Background: an optimization exercise with open tools, aiming at small area and a short achievable clock period. Do not read the settings as production practice.
The RTL was checked by simulation tests, not by an equivalence proof against the original design.
Power figures rest on the tool's default switching activity, not on a simulated workload.

--- flow/config.mk ---
export PLATFORM = sky130hd
export DESIGN_NAME = NEURON
export DESIGN_NICKNAME = NEURON
export VERILOG_FILES = /design/flow/design.v
export SDC_FILE = /design/flow/constraint.sdc
export NUM_CORES = 4
export LEC_CHECK = 0
export CAP_MARGIN = 20
export CORE_MARGIN = 2
export CORE_UTILIZATION = 55
export CTS_BUF_LIST = sky130_fd_sc_hd__clkbuf_8
export PLACE_DENSITY = 0.7
export SLEW_MARGIN = 20
export TNS_END_PERCENT = 5
--- flow/constraint.sdc ---
create_clock -name core_clock -period 11.0 [get_ports {Clock}]
set_input_delay 2.2000 -clock core_clock [delete_from_list [all_inputs] [get_ports {Clock}]]
set_output_delay 2.2000 -clock core_clock [all_outputs]
set_load 0.01 [all_outputs]
--- flow/design.v ---
`timescale 1ns / 1ps
module MUL6_FA (input a, input b, input c, output s, output co);
  assign s = a ^ b ^ c;
  assign co = (a & b) | (a & c) | (b & c);
endmodule
module MUL6_HA (input a, input b, output s, output co);
  assign s = a ^ b;
  assign co = a & b;
endmodule
module MUL6 (input [5:0] a, input [5:0] b, output [11:0] p);
  wire [5:0] pp [0:5];
  genvar i, j;
  generate
    for (i = 0; i < 6; i = i + 1) begin : gi
      for (j = 0; j < 6; j = j + 1) begin : gj
        assign pp[i][j] = a[i] & b[j];
      end
    end
  endgenerate
  wire s1_4, c1_4, s1_5a, c1_5a, s1_5b, c1_5b, s1_6a, c1_6a, s1_6b, c1_6b, s1_7, c1_7;
  MUL6_HA h14 (pp[0][4], pp[1][3], s1_4, c1_4);
  MUL6_FA f15 (pp[0][5], pp[1][4], pp[2][3], s1_5a, c1_5a);
  MUL6_HA h15 (pp[3][2], pp[4][1], s1_5b, c1_5b);
  MUL6_FA f16 (pp[1][5], pp[2][4], pp[3][3], s1_6a, c1_6a);
  MUL6_HA h16 (pp[4][2], pp[5][1], s1_6b, c1_6b);
  MUL6_FA f17 (pp[2][5], pp[3][4], pp[4][3], s1_7, c1_7);
  wire s2_3, c2_3, s2_4, c2_4, s2_5, c2_5, s2_6, c2_6, s2_7, c2_7, s2_8, c2_8;
  MUL6_HA h23 (pp[0][3], pp[1][2], s2_3, c2_3);
  MUL6_FA f24 (pp[2][2], pp[3][1], pp[4][0], s2_4, c2_4);
  MUL6_FA f25 (pp[5][0], c1_4, s1_5a, s2_5, c2_5);
  MUL6_FA f26 (c1_5a, c1_5b, s1_6a, s2_6, c2_6);
  MUL6_FA f27 (pp[5][2], c1_6a, c1_6b, s2_7, c2_7);
  MUL6_FA f28 (pp[3][5], pp[4][4], pp[5][3], s2_8, c2_8);
  wire s3_2, c3_2, s3_3, c3_3, s3_4, c3_4, s3_5, c3_5, s3_6, c3_6, s3_7, c3_7, s3_8, c3_8, s3_9, c3_9;
  MUL6_HA h32 (pp[0][2], pp[1][1], s3_2, c3_2);
  MUL6_FA f33 (pp[2][1], pp[3][0], s2_3, s3_3, c3_3);
  MUL6_FA f34 (s1_4, c2_3, s2_4, s3_4, c3_4);
  MUL6_FA f35 (s1_5b, c2_4, s2_5, s3_5, c3_5);
  MUL6_FA f36 (s1_6b, c2_5, s2_6, s3_6, c3_6);
  MUL6_FA f37 (s1_7, c2_6, s2_7, s3_7, c3_7);
  MUL6_FA f38 (c1_7, c2_7, s2_8, s3_8, c3_8);
  MUL6_FA f39 (pp[4][5], pp[5][4], c2_8, s3_9, c3_9);
  wire c2, c3, c4, c5;
  assign p[0] = pp[0][0];
  MUL6_HA a1 (pp[0][1], pp[1][0], p[1], c2);
  MUL6_FA a2 (s3_2, pp[2][0], c2, p[2], c3);
  MUL6_FA a3 (s3_3, c3_2, c3, p[3], c4);
  MUL6_FA a4 (s3_4, c3_3, c4, p[4], c5);
  MUL6_ADD6 a5 ({pp[5][5], s3_9, s3_8, s3_7, s3_6, s3_5}, {c3_9, c3_8, c3_7, c3_6, c3_5, c3_4}, c5, p[10:5], p[11]);
endmodule
module MUL6_ADD6 (input [5:0] a, input [5:0] b, input ci, output [5:0] s, output co);
  wire [5:0] p = a ^ b;
  wire [5:0] g = a & b;
  wire G_0_m1 = g[0] | (p[0] & ci);
  wire G_2_1 = g[2] | (p[2] & g[1]);
  wire P_2_1 = p[2] & p[1];
  wire G_1_m1 = g[1] | (p[1] & G_0_m1);
  wire G_2_m1 = G_2_1 | (P_2_1 & G_0_m1);
  wire G_4_3 = g[4] | (p[4] & g[3]);
  wire P_4_3 = p[4] & p[3];
  wire G_5_3 = g[5] | (p[5] & G_4_3);
  wire P_5_3 = p[5] & P_4_3;
  wire G_3_m1 = g[3] | (p[3] & G_2_m1);
  wire G_4_m1 = G_4_3 | (P_4_3 & G_2_m1);
  wire G_5_m1 = G_5_3 | (P_5_3 & G_2_m1);
  assign s[0] = p[0] ^ ci;
  assign s[1] = p[1] ^ G_0_m1;
  assign s[2] = p[2] ^ G_1_m1;
  assign s[3] = p[3] ^ G_2_m1;
  assign s[4] = p[4] ^ G_3_m1;
  assign s[5] = p[5] ^ G_4_m1;
  assign co = G_5_m1;
endmodule
`timescale 1ns / 1ps
module NEURON(Clock, SignA, SignB, SignC, SignD, ExponentA, ExponentB, ExponentC, ExponentD, MantissaA, MantissaB, MantissaC, MantissaD, SignOut, ExponentOut, MantissaOut, SignOut1, ExponentOut1, MantissaOut1, SignOut2, ExponentOut2, MantissaOut2);
input Clock;
input SignA;
input SignB;
input SignC;
input SignD;
input [4:0] ExponentA;
input [4:0] ExponentB;
input [4:0] ExponentC;
input [4:0] ExponentD;
input [5:0] MantissaA;
input [5:0] MantissaB;
input [5:0] MantissaC;
input [5:0] MantissaD;
output SignOut, SignOut1, SignOut2;
output [4:0] ExponentOut, ExponentOut1, ExponentOut2;
output [5:0] MantissaOut, MantissaOut1, MantissaOut2;
wire [5:0] e1, e2;
wire [4:1] k1, k2;
MUL6_HA ea0 (ExponentA[0], ExponentB[0], e1[0], k1[1]);
MUL6_HA ec0 (ExponentC[0], ExponentD[0], e2[0], k2[1]);
genvar i;
generate for (i = 1; i < 5; i = i + 1) begin : eadd
  if (i < 4) begin : mid
    MUL6_FA ea (ExponentA[i], ExponentB[i], k1[i], e1[i], k1[i+1]);
    MUL6_FA ec (ExponentC[i], ExponentD[i], k2[i], e2[i], k2[i+1]);
  end else begin : top
    MUL6_FA ea (ExponentA[i], ExponentB[i], k1[i], e1[i], e1[5]);
    MUL6_FA ec (ExponentC[i], ExponentD[i], k2[i], e2[i], e2[5]);
  end
end endgenerate
reg [5:0] r_ma, r_mb, r_mc, r_md;
reg [5:0] r_e1, r_e2;    
reg r_t1, r_t2;          
always @(posedge Clock) begin
  r_ma <= MantissaA; r_mb <= MantissaB; r_mc <= MantissaC; r_md <= MantissaD;
  r_e1 <= e1;
  r_e2 <= e2;
  r_t1 <= SignA ~^ SignB;
  r_t2 <= SignC ~^ SignD;
end
wire [6:0] xd = {1'b0, r_e1} + {1'b0, ~r_e2};
wire e1_gt = xd[6];
wire e_eq = &xd[5:0];
wire e2_gt = ~e1_gt & ~e_eq;
wire [5:0] xd1 = xd[5:0] + 6'd1;
wire [5:0] ediff = e1_gt ? xd1 : ~xd[5:0];
wire [3:0] dsat = ediff[3:0] | {4{ediff[5] | ediff[4]}};
wire [11:0] p1, p2;
MUL6 mul1 (r_ma, r_mb, p1);
MUL6 mul2 (r_mc, r_md, p2);
reg [3:0] r_d;           
reg [11:0] r_x, r_y;
reg [3:0] r_amt;
reg r_swp;
always @(posedge Clock) begin
  r_d <= dsat;
  r_x <= e2_gt ? p1 : p2;
  r_y <= e2_gt ? p2 : p1;
  r_amt <= r_d & {4{e1_gt | e2_gt}};
  r_swp <= e2_gt;
end
wire [11:0] ma = r_y;
wire [11:0] mb = r_x >> r_amt;
wire same = r_t1 ~^ r_t2;
wire inv = ~same;
wire [11:0] bb = mb ^ {12{inv}};
wire [11:0] p = ma ^ bb;
wire [11:0] g = ma & bb;
wire g10 = g[1] | p[1] & g[0],    p10 = p[1] & p[0];
wire g32 = g[3] | p[3] & g[2],    p32 = p[3] & p[2];
wire g54 = g[5] | p[5] & g[4],    p54 = p[5] & p[4];
wire g76 = g[7] | p[7] & g[6],    p76 = p[7] & p[6];
wire g98 = g[9] | p[9] & g[8],    p98 = p[9] & p[8];
wire gba = g[11] | p[11] & g[10], pba = p[11] & p[10];
wire g30 = g32 | p32 & g10,       p30 = p32 & p10;
wire g74 = g76 | p76 & g54,       p74 = p76 & p54;
wire gb8 = gba | pba & g98,       pb8 = pba & p98;
wire g50 = g54 | p54 & g30,       p50 = p54 & p30;
wire g70 = g74 | p74 & g30,       p70 = p74 & p30;
wire gb0 = gb8 | pb8 & g70;        
wire g60 = g[6] | p[6] & g50,     p60 = p[6] & p50;
wire g80 = g[8] | p[8] & g70,     p80 = p[8] & p70;
wire g90 = g98 | p98 & g70,       p90 = p98 & p70;
wire ga0 = g[10] | p[10] & g90,   pa0 = p[10] & p90;
wire ci = inv & gb0;
wire [11:6] cc;
assign cc[6]  = g50 | p50 & ci;
assign cc[7]  = g60 | p60 & ci;
assign cc[8]  = g70 | p70 & ci;
assign cc[9]  = g80 | p80 & ci;
assign cc[10] = g90 | p90 & ci;
assign cc[11] = ga0 | pa0 & ci;
wire flip = inv & ~gb0;
wire [5:0] su = p[11:6] ^ cc[11:6];
wire [5:0] m = su ^ {6{flip}};
wire c = gb0;
wire [5:0] kl = ma[5:0] | mb[5:0];
wire zsub = p50 & p[6] & p[7] & pb8;    
wire z = inv ? zsub : (~p[0] & (p[5:1] == kl[4:0]) & ~|su);
wire ta = r_swp ? r_t2 : r_t1;   
wire tb = r_swp ? r_t1 : r_t2;   
wire s = same ? r_t1 : ((c | (r_swp & zsub)) ? ta : tb);
wire [5:0] E = e1_gt ? r_e1 : r_e2;
wire ge33 = E[5] & |E[4:0];
wire ge32 = E[5];
wire ge31 = E[5] | &E[4:0];
wire ge30 = E[5] | &E[4:1];
wire ge29 = E[5] | (&E[4:2] & (E[1] | E[0]));
wire ge28 = E[5] | &E[4:2];
wire e0 = ~|E;
reg q_s, q_sn, q_zero, q_ge33, q_ge32, q_eq31, q_eq30, q_eq29, q_eq28;
reg [5:0] q_m;
reg [4:0] q_e;
always @(posedge Clock) begin
  q_s <= s;
  q_sn <= ~s;
  q_m <= m;
  q_e <= E[4:0];
  q_zero <= ~s & e0 & z;
  q_ge33 <= ge33;
  q_ge32 <= ge32;
  q_eq31 <= ge31 & ~ge32;
  q_eq30 <= ge30 & ~ge31;
  q_eq29 <= ge29 & ~ge30;
  q_eq28 <= ge28 & ~ge29;
end
wire q_m5 = q_m[5];
wire q_m432 = &q_m[4:2];
wire q_m54 = &q_m[5:4];
wire zero = q_zero;
wire eq32 = q_ge32 & ~q_ge33;
reg [4:0] te; reg [5:0] tm;
always @* begin
  if (zero) begin te = 5'b00000; tm = 6'b000000; end
  else if (q_ge32) begin te = 5'b01111; tm = 6'b000000; end
  else if (q_eq31 & q_m5) begin te = 5'b01110; tm = 6'b111000; end
  else if (q_eq31) begin te = 5'b01110; tm = 6'b101100; end
  else if (q_eq30) begin te = 5'b01110; tm = {5'b10000, ~q_s}; end
  else if (q_eq29) begin te = 5'b01101; tm = 6'b011000; end
  else if (q_eq28) begin te = 5'b01100; tm = 6'b011110; end
  else begin te = 5'b01011; tm = 6'b001000; end
end
reg [4:0] se; reg [5:0] sm;
always @* begin
  if (zero) begin se = 5'b01110; sm = 6'b000000; end
  else if (q_sn) begin
    if (q_ge33) begin se = 5'b00000; sm = 6'b000000; end
    else if (eq32) begin se = 5'b01011; sm = 6'b000000; end
    else if (q_eq31 & q_m432) begin se = 5'b01100; sm = 6'b010000; end
    else if ((q_eq30 & q_m54) | q_eq31) begin se = 5'b01101; sm = 6'b000001; end
    else if (q_eq30) begin se = 5'b01101; sm = 6'b011000; end
    else begin se = 5'b01101; sm = 6'b110100; end
  end else begin
    if (q_ge33) begin se = 5'b01111; sm = 6'b000000; end
    else if (eq32) begin se = 5'b01110; sm = 6'b111010; end
    else if (q_eq31 & q_m432) begin se = 5'b01110; sm = 6'b110000; end
    else if ((q_eq30 & q_m54) | q_eq31) begin se = 5'b01110; sm = 6'b100000; end
    else if (q_eq30) begin se = 5'b01110; sm = 6'b010100; end
    else begin se = 5'b01110; sm = 6'b000110; end
  end
end
assign SignOut = q_s;
assign ExponentOut = te;
assign MantissaOut = tm;
assign SignOut1 = 1'b1;
assign ExponentOut1 = se;
assign MantissaOut1 = sm;
assign SignOut2 = q_s;
assign ExponentOut2 = q_s ? q_e : 5'd0;
assign MantissaOut2 = q_s ? q_m : 6'd0;
endmodule
--- flow/flow/run.sh ---
#!/bin/bash
# The standard layout, with plain buf_1 cells as port buffers and timing
# repair aiming below the clock period (paths with less than SETUP_SLACK_MARGIN
# ns of slack are repaired).
set -euo pipefail
export BUFFER_PORTS_ARGS="-buffer_cell sky130_fd_sc_hd__buf_1"
export SETUP_SLACK_MARGIN=7.1
bash standard.sh > standard_flow.log 2>&1
--- flow/standard.sh ---
#!/bin/bash
# synth_recipe.tcl (not shown) runs the flow's synth.tcl, then flattens the netlist and writes it again
# the make line also repeats each setting of config.mk as NAME=value (left out here)
make -C /OpenROAD-flow-scripts/flow DESIGN_CONFIG=/design/flow/config.mk WORK_HOME=/design/flow/orfs CLKGATE_MAP_FILE= SYNTH_SCRIPT=/design/flow/synth_recipe.tcl "${@:-finish}"
==> results of run 1 <==
where the power goes:
part	internal, W	total [W]	switching [W]
sequential	0.000425	0.000507	0.0000825
combinational	0.000452	0.000936	0.000484
clock	0.000126	0.000244	0.000118
total	0.00100	0.00169	0.000685
worst max-delay path, delay by kind of cell, from the launching register on:
family / cells / cell delay [ns]
AND/OR/NAND/NOR: 3 / 0.63
flip-flops: 1 / 0.49
AO/OA/AOI/OAI: 1 / 0.09
buffers and inverters: 1 / 0.17
logic make-up after synthesis:
logic type,Yosys count,synth area share (%)
other cells,2,0.118
mux,49,10.1
buf+inv,113,7.05
fa+ha+maj,94,24.5
simple gates,195,16.9
flops,91,28.7
xor+xnor,38,5.24
compound gates,74,7.38
flip-flops by register name (all words and copies together), names as in the netlist, 4 cells and up:
name,cells
r_y,12
r_amt,4
r_ma,6
r_x,12
r_md,6
q_e,5
r_mb,6
r_e1,6
r_e2,6
r_d,4
r_mc,6
q_m,6
metal layers:
layer / vias up / global-route usage (%)
li1: 2328 / -
met1: 2209 / 24.2
met2: 119 / 39.7
met3: 21 / 3.97
met4: 0 / 7.57
met5: - / 0
through the flow:
| step | area, um^2 | cells |
|---|---|---|
| final | 7260 | 892 |
| after global routing | 7260 | 892 |
| after CTS | 7020 | 878 |
| after detailed placement | 6750 | 863 |
| after global placement | 6750 | 863 |
| after floorplan | 6360 | 657 |
synthesized netlist by cell type, types with 5 or more instances:
cell type	number	area share, %
a21o_1	10	1.2
xnor2_1	31	4.3
or3_1	5	0.49
mux2_2	13	2.3
xor2_1	7	0.96
a21oi_1	23	1.8
nand2_1	32	1.9
nand3_1	6	0.47
mux2i_1	27	4.3
fa_1	51	16
dfxtp_1	91	29
nor2_1	23	1.4
inv_1	93	5.5
nand4_1	5	0.49
nand2b_1	8	0.79
nor3_1	14	1.1
mux4_1	6	2.5
nor4_1	6	0.59
o21ai_0	17	1.3
and3_1	5	0.49
clkbuf_1	10	0.59
ha_1	43	8.5
and2_1	76	7.5
cells in the final DEF (no fill, tap or decap), types with 7 or more instances in the layout:
cell type and instances:
clkbuf_8 9, mux2_2 13, ha_1 42, buf_4 13, o21ai_0 16, nand2_1 32, a21o_1 10, dfxtp_1 83
nor3_1 12, a21oi_1 15, inv_1 93, nor2_1 22, fa_1 50, xor2_1 7, buf_1 81, nand2b_1 8
mux2i_1 26, and2_1 76, xnor2_1 27
worst min-delay path by stage:
| stage | start | end | slack, ns | cells after the start |
|---|---|---|---|---|
| after floorplan | r_d[0] | r_amt[0] | 0.41 | 1 |
| after global placement | r_d[3] | r_amt[3] | 0.42 | 1 |
| after detailed placement | r_d[2] | r_amt[2] | 0.41 | 1 |
| after CTS | r_d[3] | r_amt[3] | 0.45 | 1 |
| after global routing | r_d[1] | r_amt[1] | 0.48 | 1 |
| final | r_d[3] | r_amt[3] | 0.44 | 1 |
repair_timing:
| action | 4_1_cts | 5_1_grt |
|---|---|---|
| endpoints found under the setup margin | 20 | 18 |
| buffers inserted | 0 | 14 |
| pin swaps | 2 | 11 |
| gates resized for setup | 15 | 35 |
| endpoints found under the hold margin | 0 | 0 |
area by class of cell:
class	instances	area, um^2	area share [%]
multi-input cells	453	4250	58.6
flip-flops and latches	91	1840	25.3
repair buffers	96	433	5.96
inverters	94	353	4.86
well taps	143	179	2.46
clock buffers	9	124	1.71
clock inverters	6	81.3	1.12
==> results.toml, run 1 <==
[outcome]
status = "no timing/DRC/antenna violations"

[routing]
met1Wirelength_um = 5230
highest_layer = "met4"
wl_um = 12700
dr_wl_met2_um = 6620
wl_met3_um = 576
drtIter0Drc = 187
vias = 4677
first_pass_iters = 4
ant_nets = 0
drc = 0
wire_per_inst_um = 14.2
vias_per_cell = 5.24

[placement]
port_buffers = 81
dp_slack_ns = 6.66
finalWeightedCongestion = 0.944
dp_hpwl_um = 9910

[global_routing]
grt_pass1_wl_um = 21500
antenna_found_initial = 0
grt_pass1_vias = 4784
grt_max_degree = 28
grtUsageTotal_pct = 21.2
gr-total-overflow = 0

[power_and_ir_drop]
finalPower_w = 0.00169
p_per_area_mw_per_mm2 = 232
p_leak_nw = 3.30
ir_drop_uv = 145

[clock_network]
htreeDepth = 3
cts.clk_slew.worst_paths_ns = 0.09
clockRootBuffer = "clkbuf_8"
hold_buffers = 0
insertion_delay_ns = 0.38
numCtsBuffers = 9
cts_sinks = 91
clk_path_buf_depth = 2
cts_tree = "yes"

[critical_path]
cp-start-kind = "flop"
r2r_slack_ns = 7.10
cp_slowest_stage_delay_ns = 0.49
slowest_stage = "dfxtp_1"
worstSetupEndpoint = "MantissaOut1[4]"
rr_endpoint = "q_zero"
path_max_fanout = 7
rr_worst_depth = 14
worstSetupPathType = "flop to primary output"
cp_data_arrival_time_ns = 1.75
endpoint_kind = "primary output"
path_cells = "nand4_1 > nand2b_1 > a21oi_1 > nor3_1 > buf_1"
crit_required_ns = 8.80
timing.rr.start = "r_amt[0]"
cp-startpoint = "q_eq31"

[logic_synthesis]
synth-seq-cells = 91
postSynth.asyncResetShare_pct = 0
synth_cell_types = 56
seq_area_frac_synth_pct = 28.7
ys_warn_count = 2
syn-cell-area_mm2 = 0.00635
syn_area_per_cell_um2 = 9.69
synth_cells = 656
synth_ff_type = "dfxtp_1"
synth_edf_count = 0

[timing]
setup_ws_ns = 7.05
fmax_ghz = 0.253
setup_viol = 0
post-route-min-period_ns = 3.95
worst_pin_slew_ns = 0.820
skew_ns = 0.0133
period_share_pct = 35.9
drv_slew = 0
relSlewSlack_pct = 45.3
holdWs_ns = 0.441
rsz0062_at_grt = "true"
tns_ns = 0
hold_violations = 0

[die]
start_util_pct = 55.9
dieArea_mm2 = 0.0124
die_x_um = 111
core_mm2 = 0.0114
dieHeight_um = 111
placementRows = 39
pin_count = 85

[cells_and_area]
diodes = 0
fin_nets = 888
syn_to_final_growth_pct = 14.3
final_util_pct = 63.9
nFillCells = 975
drive_gt1_share_pct = 11.5

[worst_hold_path]
hold_class = "flop to flop"

[run]
max-cap-violations = 0
==> inputs of run 2 (changes only) <==
--- a/flow/config.mk
+++ b/flow/config.mk
@@ -9,6 +9,5 @@
 export CORE_MARGIN = 2
 export CORE_UTILIZATION = 55
 export CTS_BUF_LIST = sky130_fd_sc_hd__clkbuf_8
-export PLACE_DENSITY = 0.7
 export SLEW_MARGIN = 20
 export TNS_END_PERCENT = 5
==> run 2 against run 1 <==
Effect of this change: still clean; setup slack gained 0.099 ns; final cell count rose by 0.56%; critical path depth rose by 6; cell area grew 0.48%; total power rose by 0.58%; register-to-register slack better by 0.05 ns; non-clock buffer count is 4 higher; critical endpoint is now r_y[8].
==> results.toml, run 2 <==
[critical_path]
endpoint_kind = "flop"
crit_required_ns = 11.26
worstSetupPathType = "flop to flop"
cp_data_arrival_time_ns = 4.12
cp-start-kind = "flop"
path_max_fanout = 7

[clock_network]
cts.clk_slew.worst_paths_ns = 0.08
clockRootBuffer = "clkbuf_8"
htreeDepth = 3
insertion_delay_ns = 0.37
clk_path_buf_depth = 2
cts_tree = "yes"
cts_sinks = 91
hold_buffers = 0
numCtsBuffers = 9

[routing]
ant_nets = 0
highest_layer = "met4"
dr_wl_met2_um = 6260
first_pass_iters = 4
met1Wirelength_um = 5370
drtIter0Drc = 226
wl_met3_um = 509
vias = 4606
drc = 0
wire_per_inst_um = 13.8
vias_per_cell = 5.13
wl_um = 12400

[logic_synthesis]
synthSimpleGateAreaFrac_pct = 16.9
seq_area_frac_synth_pct = 28.7
netlist_top_cells_count = "inv_1, dfxtp_1, and2_1"
synth.most_common_cell = "inv_1"
syn-cell-area_mm2 = 0.00635
synth_top_cell_by_area = "dfxtp_1"
synth-seq-cells = 91
syn_area_per_cell_um2 = 9.69
synthAdderAreaFrac_pct = 24.5
synth-xor-area-share_pct = 5.24
synth_cell_types = 56
synth_top_family_by_area = "adder cells"
postSynth.asyncResetShare_pct = 0
synth_top_area_share_pct = 28.7
synth-compound-area-share_pct = 7.38
synth_edf_count = 0
synth_cells = 656
ys_warn_count = 2
synth_ff_type = "dfxtp_1"
synth_mux_area_share_pct = 10.1
synth_area_leaders = "dfxtp_1, fa_1, ha_1"

[worst_hold_path]
hold_class = "flop to flop"

[global_routing]
gr-total-overflow = 0
grt_max_degree = 28
grt_pass1_vias = 4698
grtUsageTotal_pct = 21.3
antenna_found_initial = 0
grt_pass1_wl_um = 21400

[timing]
drv_slew = 0
hold_violations = 0
period_share_pct = 35.0
skew_ns = 0.00986
post-route-min-period_ns = 3.85
rsz0062_at_grt = "true"
setup_viol = 0
relSlewSlack_pct = 46.6
tns_ns = 0
fmax_ghz = 0.259
worst_pin_slew_ns = 0.799

[power_and_ir_drop]
intPower_w = 0.00101
sw_frac_of_total_pct = 40.6
p_per_area_mw_per_mm2 = 233
ir_drop_uv = 181
p_leak_nw = 3.29
clockPowerShare_pct = 13.1
power_frac_seq_pct = 30.0
combPwrFrac_pct = 56.9
switchingPower_w = 0.000689

[cells_and_area]
final_util_pct = 64.2
fin_nets = 892
stdcell_area_mm2 = 0.00730
final_cell_mix = "inv_1, dfxtp_1, buf_1, and2_1, fa_1"
mostFrequentLayoutCell = "inv_1"
drive_gt1_share_pct = 13.5
reg_top3 = "r_x (12), r_y (12)"
nFillCells = 983
syn_to_final_growth_pct = 14.8
diodes = 0

[placement]
finalWeightedCongestion = 0.955
dp_hpwl_um = 9800
port_buffers = 81
dpl_cell_area_mm2 = 0.00675

[die]
dieHeight_um = 111
die_x_um = 111
start_util_pct = 55.9
placementRows = 39
dieArea_mm2 = 0.0124
pin_count = 85
core_mm2 = 0.0114

[outcome]
status = "no timing/DRC/antenna violations"

[run]
max-cap-violations = 0
[run 2: cell count changes in the layout (fill, tap and decap cells not counted), sizes merged]
| cell | delta |
|---|---|
| clkbuf | +1 |
| bufinv | -1 |
| inv | -1 |
| clkinvlp | +2 |
| buf | +4 |
[run 2: cell type report]
| class | instances | area, um^2 | share of cell area, % |
|---|---|---|---|
| clock buffers | 10 | 138 | 1.89 |
| inverters | 94 | 353 | 4.84 |
| clock inverters | 6 | 57.6 | 0.789 |
| flip-flops and latches | 91 | 1840 | 25.2 |
| multi-input cells | 453 | 4280 | 58.6 |
| repair buffers | 100 | 455 | 6.24 |
| well taps | 143 | 179 | 2.45 |
[run 2: cell families after synthesis]
kind of cell,after synthesis
AOI/OAI and AO/OA,74
xor gates and xnor gates,38
adders and majority gates,94
buffers and inverters,113
DFF,91
muxes,49
other,2
and+or+nand+nor,195
[run 2: path summary, 6_finish.rpt]
| check | start | endpoint | slack (ns) | depth (start not counted) |
|---|---|---|---|---|
| hold / removal | r_d[2] | r_amt[2] | 0.43 | 1 |
| hold reg to reg | r_d[2] | r_amt[2] | 0.43 | 1 |
| setup reg to reg | r_ma[0] | r_y[8] | 7.15 | 11 |
| setup / recovery | r_ma[0] | r_y[8] | 7.15 | 11 |
[run 2: metrics by stage]
step	power (W)	hold slack, ns	setup slack, ns	std cells
3_5_place_dp	0.00131	0.416	6.62	863
3_3_place_gp	0.00129	0.416	6.79	863
4_1_cts	0.00156	0.434	6.99	881
6_report	0.00170	0.430	7.15	897
2_1_floorplan	0.00113	0.406	7.10	657
5_1_grt	0.00184	0.452	6.96	897
[run 2: metal layers]
metal  track usage (%)  up-vias
met4              6.75        0
met1              25.2     2156
met5                 0        -
li1                  -     2333
met2              37.8      104
met3              5.77       13
[run 2: power by group through the flow]
stage	Combinational, W	Sequential (W)	Clock [W]
2_1_floorplan	0.000667	0.000466	0
3_3_place_gp	0.000777	0.000512	0
3_5_place_dp	0.000798	0.000514	0
4_1_cts	0.000822	0.000508	0.000232
5_1_grt	0.00107	0.000524	0.000244
6_report	0.000966	0.000509	0.000222
[run 2: worst max-delay path: stages, from the launching register on]
cell and delay, ns:
dfxtp_1 0.38, and2_1 0.20, fa_1 0.53, inv_1 0.05
fa_1 0.45, fa_1 0.49, inv_1 0.05, fa_1 0.47
a21o_1 0.20, a21o_1 0.20, fa_1 0.44, mux2_2 0.28
[run 2: what timing repair did]
item / CTS / global route
endpoints found under the setup margin: 22 / 22
pin swaps: 1 / 23
buffers inserted: 2 / 16
resized for setup: 12 / 54
==> inputs of run 3 (changes only) <==
--- a/flow/config.mk
+++ b/flow/config.mk
@@ -8,6 +8,8 @@
 export CAP_MARGIN = 20
 export CORE_MARGIN = 2
 export CORE_UTILIZATION = 55
-export CTS_BUF_LIST = sky130_fd_sc_hd__clkbuf_8
+export CTS_BUF_LIST = sky130_fd_sc_hd__clkbuf_16
+export CTS_CLUSTER_DIAMETER = 500
+export CTS_CLUSTER_SIZE = 100
 export SLEW_MARGIN = 20
 export TNS_END_PERCENT = 5
==> run 3 against run 2 <==
Effect of this change: still clean on timing, DRC and antenna; critical path depth fell by 6; total power rose by 0.61%; clock skew fell by 0.00093 ns; area after synthesis did not move; clock power rose by 32%; sequential share of layout area barely moved; routed wire length barely moved; global-route usage fell by 0.17 points; final cell count fell by 0.89%; maximum frequency fell by 0.79%; combinational power fell by 6.0%; worst hold slack got worse by 0.0050 ns; critical endpoint is now MantissaOut1[0].
==> results.toml, run 3 <==
[run]
max-cap-violations = 0

[clock_network]
cts_sinks = 91
cts_tree = "yes"
hold_buffers = 0
htreeDepth = 3
clk_path_buf_depth = 2
cts.clk_slew.worst_paths_ns = 0.06
numCtsBuffers = 9
clockRootBuffer = "clkbuf_16"
insertion_delay_ns = 0.35

[logic_synthesis]
synth_top_area_share_pct = 28.7
seq_area_frac_synth_pct = 28.7
ys_warn_count = 2
synth_top_cell_by_area = "dfxtp_1"
synth.most_common_cell = "inv_1"
synth_ff_type = "dfxtp_1"
netlist_top_cells_count = "inv_1, dfxtp_1, and2_1"
synth_area_leaders = "dfxtp_1, fa_1, ha_1"
synth_edf_count = 0
syn-cell-area_mm2 = 0.00635
synth_cells = 656
syn_area_per_cell_um2 = 9.69
synth_cell_types = 56
postSynth.asyncResetShare_pct = 0
synth-seq-cells = 91

[timing]
worst_pin_slew_ns = 0.785
skew_ns = 0.00893
setup_viol = 0
hold_violations = 0
rsz0062_at_grt = "true"
holdWs_ns = 0.425
drv_slew = 0
tns_ns = 0
post-route-min-period_ns = 3.89
fmax_ghz = 0.257
relSlewSlack_pct = 47.6
period_share_pct = 35.3

[placement]
finalWeightedCongestion = 0.955
port_buffers = 81
dp_hpwl_um = 9800
dpl_cell_area_mm2 = 0.00675

[cells_and_area]
fin_nets = 884
final_util_pct = 64.1
final_cell_mix = "inv_1, dfxtp_1, buf_1, and2_1, fa_1"
reg_top3 = "r_x (12), r_y (12)"
drive_gt1_share_pct = 11.0
stdcell_area_mm2 = 0.00728
mostFrequentLayoutCell = "inv_1"
nFillCells = 984
diodes = 0
syn_to_final_growth_pct = 14.6

[routing]
wire_per_inst_um = 13.9
vias_per_cell = 5.18
first_pass_iters = 7
ant_nets = 0
wl_um = 12400
drtIter0Drc = 246
vias = 4603
drc = 0

[power_and_ir_drop]
p_per_area_mw_per_mm2 = 234
finalPower_w = 0.00171
p_leak_nw = 3.29
ir_drop_uv = 146

[die]
core_mm2 = 0.0114
dieHeight_um = 111
die_x_um = 111
placementRows = 39
dieArea_mm2 = 0.0124
start_util_pct = 55.9
pin_count = 85

[critical_path]
endpoint_kind = "primary output"
path_cells = "and2_1 > a21oi_2 > nand2b_1 > nor4_1 > buf_1"
crit_buf_inv = 1
crit_required_ns = 8.80
crit_family = "simple AND/OR/NAND/NOR gates"
cp-start-kind = "flop"
slowest_stage = "dfxtp_1"
path_max_fanout = 4
cp_slowest_stage_delay_ns = 0.39
worstSetupPathType = "flop to primary output"
cp_data_arrival_time_ns = 1.69

[worst_hold_path]
hold_class = "flop to flop"

[global_routing]
grtUsageTotal_pct = 21.1
grt_pass1_wl_um = 21400
grt_max_degree = 28
antenna_found_initial = 0
grt_pass1_vias = 4698
gr-total-overflow = 0

[outcome]
status = "no timing/DRC/antenna violations"
run 3: cell counts after synthesis:
Identical to the previous run, type by type.
run 3: power breakdown:
part	internal [W]	switching [W]
logic	0.000437	0.000470
registers	0.000425	0.0000815
clock network	0.000173	0.000121
total	0.00103	0.000673
run 3: final timing paths:
kind	start	end	slack, ns	cells after the start
worst max-delay path	q_m[5]	MantissaOut1[0]	7.11	5
worst min-delay path	r_d[2]	r_amt[2]	0.43	1
worst max register to register	r_mc[2]	r_y[10]	7.15	13
worst min register to register	r_d[2]	r_amt[2]	0.43	1
run 3: routing by layer:
metal | global-route usage [%] | vias up | wire length (um)
met1 | 25.1 | 2150 | 5350
met2 | 38.0 | 110 | 6290
met3 | 5.66 | 13 | 539
met5 | 0 | - | 0
met4 | 5.43 | 0 | 206
li1 | - | 2330 | -
run 3: kinds of logic after synthesis:
| family | Yosys count | share of synthesized area (%) |
|---|---|---|
| xor+xnor | 38 | 5.24 |
| fa+ha+maj | 94 | 24.5 |
| simple gates | 195 | 16.9 |
| mux | 49 | 10.1 |
| flops | 91 | 28.7 |
| other cells | 2 | 0.118 |
| compound gates | 74 | 7.38 |
| buf+inv | 113 | 7.05 |
run 3: timing repair:
item	4_1_cts	5_1_grt
setup buffers	1	9
endpoints found under the hold margin	0	0
resized for setup	10	37
setup endpoints to repair	20	21
pin swaps	1	11
run 3: layout make-up:
type	instances	area (um^2)	share of cell area [%]
clock buffer	9	225	3.09
inverter	94	353	4.84
sequential	91	1830	25.2
multi-input combinational	453	4240	58.2
clock inverter	7	61.3	0.842
tap	143	179	2.46
timing repair buffer	92	395	5.43
run 3: stage by stage:
stage,setup WS [ns],instances
6_report,7.11,889
2_1_floorplan,7.10,657
4_1_cts,7.03,880
5_1_grt,6.98,889
3_5_place_dp,6.62,863
3_3_place_gp,6.79,863

==> separate check: timing with driven ports <==
In the flow no input, the clock included, has a driving cell. The finished layouts below were timed again as built, in two steps.
Step 1 assumes that a clkbuf_16 drives the clock port and a buf_2 every other input.
Step 2 also shifts input and output timing later by t, the mid clock arrival at the registers, as if the neighbouring blocks saw the same clock.
Three values: ideal ports, drivers, drivers and shift; two values: the first two.
run | t, ns | slack for setup (ns) | worst register clock-pin slew, ns
run 1 | 0.409 | 7.046 / 7.012 / 6.900 | 0.09 / 0.09
run 2 | 0.403 | 7.145 / 7.139 / 6.907 | 0.09 / 0.09
run 3 | 0.381 | 7.115 / 7.075 / 6.906 | 0.06 / 0.06
After both steps setup and hold are still met in every run listed. The setup slack of run 2, which loses most, moves by -0.006 ns with the drivers and by -0.238 ns with both steps.
